From an optimization exercise on the open Yosys and OpenROAD flow, aimed at small area, a short achievable clock period and few clock cycles; shortcuts taken in it are not production practice.
The RTL was checked by simulation tests, not by an equivalence proof against the original design.
Power is estimated from default activity; no workload was simulated.

==> inputs of run K <==
## CHIP
module CHIP(clk,
            rst_n,
            mem_wen_D,
            mem_addr_D,
            mem_wdata_D,
            mem_rdata_D,
            mem_addr_I,
            mem_rdata_I);
    input         clk, rst_n ;
    output        mem_wen_D  ;
    output [31:0] mem_addr_D ;
    output [31:0] mem_wdata_D;
    input  [31:0] mem_rdata_D;
    output [31:0] mem_addr_I ;
    input  [31:0] mem_rdata_I;
    reg  [31:0] pcF;
    reg         vD, jumpedD, hiMissD;
    reg  [31:0] irD, pcD;
    reg  [31:1] oh1D, oh2D;     
    reg         vE, killE;
    reg  [ 4:0] rdE;
    reg         wenE, loadE, storeE, brE, jalrE, mdE, divE;
    reg         brGE, brLT, off4E, off8E;
    reg         subE;
    reg         selAddE, selAndE, selOrE, selXorE, selSltE, selSllE, selSrlE;
    reg  [31:0] opAE, opBE, sdE;
    reg         wenM, loadM, storeM;
    reg  [ 4:0] rdM;
    reg  [31:0] resM, sdM;
    assign mem_addr_I  = pcF;
    assign mem_addr_D  = resM;
    assign mem_wdata_D = sdM;
    assign mem_wen_D   = storeM;
    wire [4:0] opc  = irD[6:2];
    wire [4:0] rs1D = irD[19:15];
    wire [4:0] rs2D = irD[24:20];
    wire [4:0] rdD  = irD[11:7];
    wire [2:0] f3D  = irD[14:12];
    wire isOP    = (opc == 5'b01100);
    wire isOPIMM = (opc == 5'b00100);
    wire isLOAD  = (opc == 5'b00000);
    wire isSTORE = (opc == 5'b01000);
    wire isAUIPC = (opc == 5'b00101);
    wire isJAL   = (opc == 5'b11011);
    wire isJALR  = (opc == 5'b11001);
    wire isBR    = (opc == 5'b11000);
    wire opLogic = (f3D == 3'b111) || (f3D == 3'b110);
    wire isMD    = isOP & irD[25] & ~opLogic;
    wire isDIV   = (f3D == 3'b100);
    wire brSelf  = isBR & (rs1D == rs2D);
    wire off4D   = ~irD[31] & ~irD[7] & (irD[30:25] == 6'd0) & (irD[11:8] == 4'd2);
    wire off8D   = ~irD[31] & ~irD[7] & (irD[30:25] == 6'd0) & (irD[11:8] == 4'd4);
    wire usesRs1  = isOP | isOPIMM | isLOAD | isSTORE | isJALR | (isBR & ~brSelf);
    wire usesRs2  = isOP | isSTORE | (isBR & ~brSelf);
    wire writesRd = (isOP | isOPIMM | isLOAD | isAUIPC | isJAL | isJALR) & (rdD != 5'd0);
    wire [31:0] immI = {{20{irD[31]}}, irD[31:20]};
    wire [31:0] immS = {{20{irD[31]}}, irD[31:25], irD[11:7]};
  ...
Settings: LEC_CHECK=0, CAP_MARGIN=20, CORE_MARGIN=2, CORE_UTILIZATION=30, SETUP_SLACK_MARGIN=1.0, SLEW_MARGIN=20; clock period 12.0 ns.
standard.sh (not shown) runs the stock make flow with config.mk's settings and CLKGATE_MAP_FILE= SYNTH_SCRIPT=/design/flow/synth_recipe.tcl, a recipe that flattens the netlist after the stock synthesis.
==> flow/flow/run.sh <==
#!/bin/bash
set -euo pipefail
bash standard.sh SETUP_SLACK_MARGIN=8 "BUFFER_PORTS_ARGS=-buffer_cell sky130_fd_sc_hd__buf_4" finish > standard_make.log 2>&1
==> run G: changes against run K <==
--- a/flow/design.v
+++ b/flow/design.v
@@ -14,11 +14,10 @@
     output [31:0] mem_addr_I ;
     input  [31:0] mem_rdata_I;
     reg  [31:0] pcF;
     reg         vD, jumpedD, hiMissD;
     reg  [31:0] irD, pcD;
-    reg  [31:1] oh1D, oh2D;     
     reg         vE, killE;
     reg  [ 4:0] rdE;
     reg         wenE, loadE, storeE, brE, jalrE, mdE, divE;
     reg         brGE, brLT, off4E, off8E;
     reg         subE;
@@ -70,11 +69,11 @@
     wire [31:0] wbData = loadM ? mem_rdata_D : resM;
     wire [31:0] rf1, rf2;
     regfile rf0(
         .clk(clk), .rst_n(rst_n),
         .we(wenM), .wa(rdM), .wd(wbData),
-        .ra1(oh1D), .ra2(oh2D),
+        .ra1(rs1D), .ra2(rs2D),
         .q1(rf1), .q2(rf2));
     wire hitM1 = wenM & (rdM == rs1D);
     wire hitM2 = wenM & (rdM == rs2D);
     wire [31:0] rs1v = hitM1 ? wbData : rf1;
     wire [31:0] rs2v = hitM2 ? wbData : rf2;
@@ -111,18 +110,10 @@
     wire        fitF  = (ir[19:12] == {8{ir[31]}});
     wire        jumpF = jalF | selfF;
     wire [12:0] loJF  = {1'b0, pcF[11:0]} + {1'b0, ir[20], ir[30:21], 1'b0};
     wire [12:0] loBF  = {1'b0, pcF[11:0]} + {1'b0, ir[7], ir[30:25], ir[11:8], 1'b0};
     wire [31:0] tgtF  = {pcF[31:12], ir[3] ? loJF[11:0] : loBF[11:0]};
-    wire [31:1] oh1F, oh2F;
-    genvar d;
-    generate
-        for (d = 1; d < 32; d = d + 1) begin : dec
-            assign oh1F[d] = (ir[19:15] == d);
-            assign oh2F[d] = (ir[24:20] == d);
-        end
-    endgenerate
     wire        hiMissF = ((ir[3] ? loJF[12] : loBF[12]) != ir[31]) | (jalF & ~fitF);
     wire [31:0] tgtD   = pcD + (irD[3] ? immJ : immB);
     wire [31:0] pcSeq  = stallD ? pcF :
                          jumpF  ? tgtF : pcF + 32'd4;
     wire [31:0] pcRest = redirD ? tgtDx : pcSeq;
@@ -143,12 +134,10 @@
     always @(posedge clk) begin
         if (!stallD) begin
             irD <= mem_rdata_I;
             pcD <= pcF;
             jumpedD <= jumpF;
-            oh1D    <= oh1F;
-            oh2D    <= oh2F;
             hiMissD <= hiMissF;
         end
     end
     wire goE = vD & ~stallD;
     always @(posedge clk or negedge rst_n) begin
@@ -255,43 +244,31 @@
         sdM  <= SD;
     end
 endmodule
 module regfile(clk, rst_n, we, wa, wd, ra1, ra2, q1, q2);
     input         clk, rst_n, we;
-    input  [ 4:0] wa;
-    input  [31:1] ra1, ra2;     
+    input  [ 4:0] wa, ra1, ra2;
     input  [31:0] wd;
     output [31:0] q1, q2;
-    reg [31:0] r [1:31];
+    reg [31:0] r [0:31];
     reg [31:1] rv;
     integer i;
     always @(posedge clk) begin
         for (i = 1; i < 32; i = i + 1)
             if (we && wa == i) r[i] <= wd;
     end
     always @(posedge clk or negedge rst_n) begin
         if (!rst_n) rv <= 31'd0;
         else if (we && wa != 5'd0) rv[wa] <= 1'b1;
     end
-    reg [31:0] raw1, raw2;
-    reg        v1, v2;
-    always @(*) begin
-        raw1 = 32'd0;
-        raw2 = 32'd0;
-        for (i = 1; i < 32; i = i + 1) begin
-            raw1 = raw1 | ({32{ra1[i]}} & r[i]);
-            raw2 = raw2 | ({32{ra2[i]}} & r[i]);
-        end
-    end
-    always @(*) begin
-        v1 = |(ra1 & rv);
-        v2 = |(ra2 & rv);
-    end
-    wire [31:0] init1 = ({32{ra1[2]}} & 32'hBFFFFFF0) | ({32{ra1[3]}} & 32'h10008000);
-    wire [31:0] init2 = ({32{ra2[2]}} & 32'hBFFFFFF0) | ({32{ra2[3]}} & 32'h10008000);
-    assign q1 = v1 ? raw1 : init1;
-    assign q2 = v2 ? raw2 : init2;
+    wire [31:0] rvx = {rv, 1'b0};
+    wire [31:0] raw1 = r[ra1];
+    wire [31:0] raw2 = r[ra2];
+    wire [31:0] init1 = (ra1 == 5'd2) ? 32'hBFFFFFF0 : (ra1 == 5'd3) ? 32'h10008000 : 32'd0;
+    wire [31:0] init2 = (ra2 == 5'd2) ? 32'hBFFFFFF0 : (ra2 == 5'd3) ? 32'h10008000 : 32'd0;
+    assign q1 = rvx[ra1] ? raw1 : init1;
+    assign q2 = rvx[ra2] ? raw2 : init2;
 endmodule
 module muldiv(clk, rst_n, start, div, swap, rd, wen, a, b, ack, busy, done, rdOut, wenOut, res);
     input         clk, rst_n;
     input         start, div, swap, wen, ack;
     input  [ 4:0] rd;
Settings changed: CORE_UTILIZATION 30 to 36.
==> qor summary <==
| quantity | run K | run G |
|---|---|---|
| Result of the run | timing/DRC/antenna clean | timing/DRC/antenna clean |
| Global-route total usage across every layer | 0.287 | 0.362 |
| Highest clock rate | 234 MHz | 237 MHz |
| Combinational share of power | 0.422 | 0.407 |
| Simple-gate share of the synthesized area | 0.0981 | 0.109 |
| Power consumed by the clock network | 5.09 mW | 5.30 mW |
| Area share of the leading cell type in the synthesized netlist | 0.458 | 0.441 |
| Capturing point of the worst reg2reg path | pcF[5] | pcF[25] |
| Multi-input gate share of total cell area | 0.380 | 0.397 |
| Cell repeated most along the worst path | buf_4 | buf_6 |
| Worst Setup Slack, final | 7.73 ns | 7.78 ns |
| Syn_nets | 7227 | 7360 |
| # placed instances | 10200 | 9770 |
| Wire length on met3 | 65.1 mm | 68.4 mm |
Testbench counts of run K, summed over its fixed seeds: cycles 25,547.
Testbench counts of run G, summed over its fixed seeds: cycles 25,547.

port drivers added, routing unchanged:
No port has a modelled driver above. Below, the same layouts with a new extraction and two added sets of constraints. Step 1 assumes that a clkbuf_16 drives the clock port and a buf_2 every other input. Step 2, shift: input delay + t, output delay - t, t = (earliest + latest rising clock arrival at the registers) / 2. This alone moves slack from input paths to output paths. Slacks: ideal ports / drivers / drivers and shift; pairs: ideal ports / drivers.
run | t, ns | setup slack, ns | worst register clock-pin slew, ns
run K | 0.922 | 7.728 / 7.728 / 7.024 | 0.09 / 0.09
run G | 0.944 | 7.777 / 7.777 / 6.949 | 0.07 / 0.07
After both steps every run listed still meets setup and hold. The setup slack of run G, which loses most, moves by 0.000 ns with the drivers and by -0.828 ns with both steps.
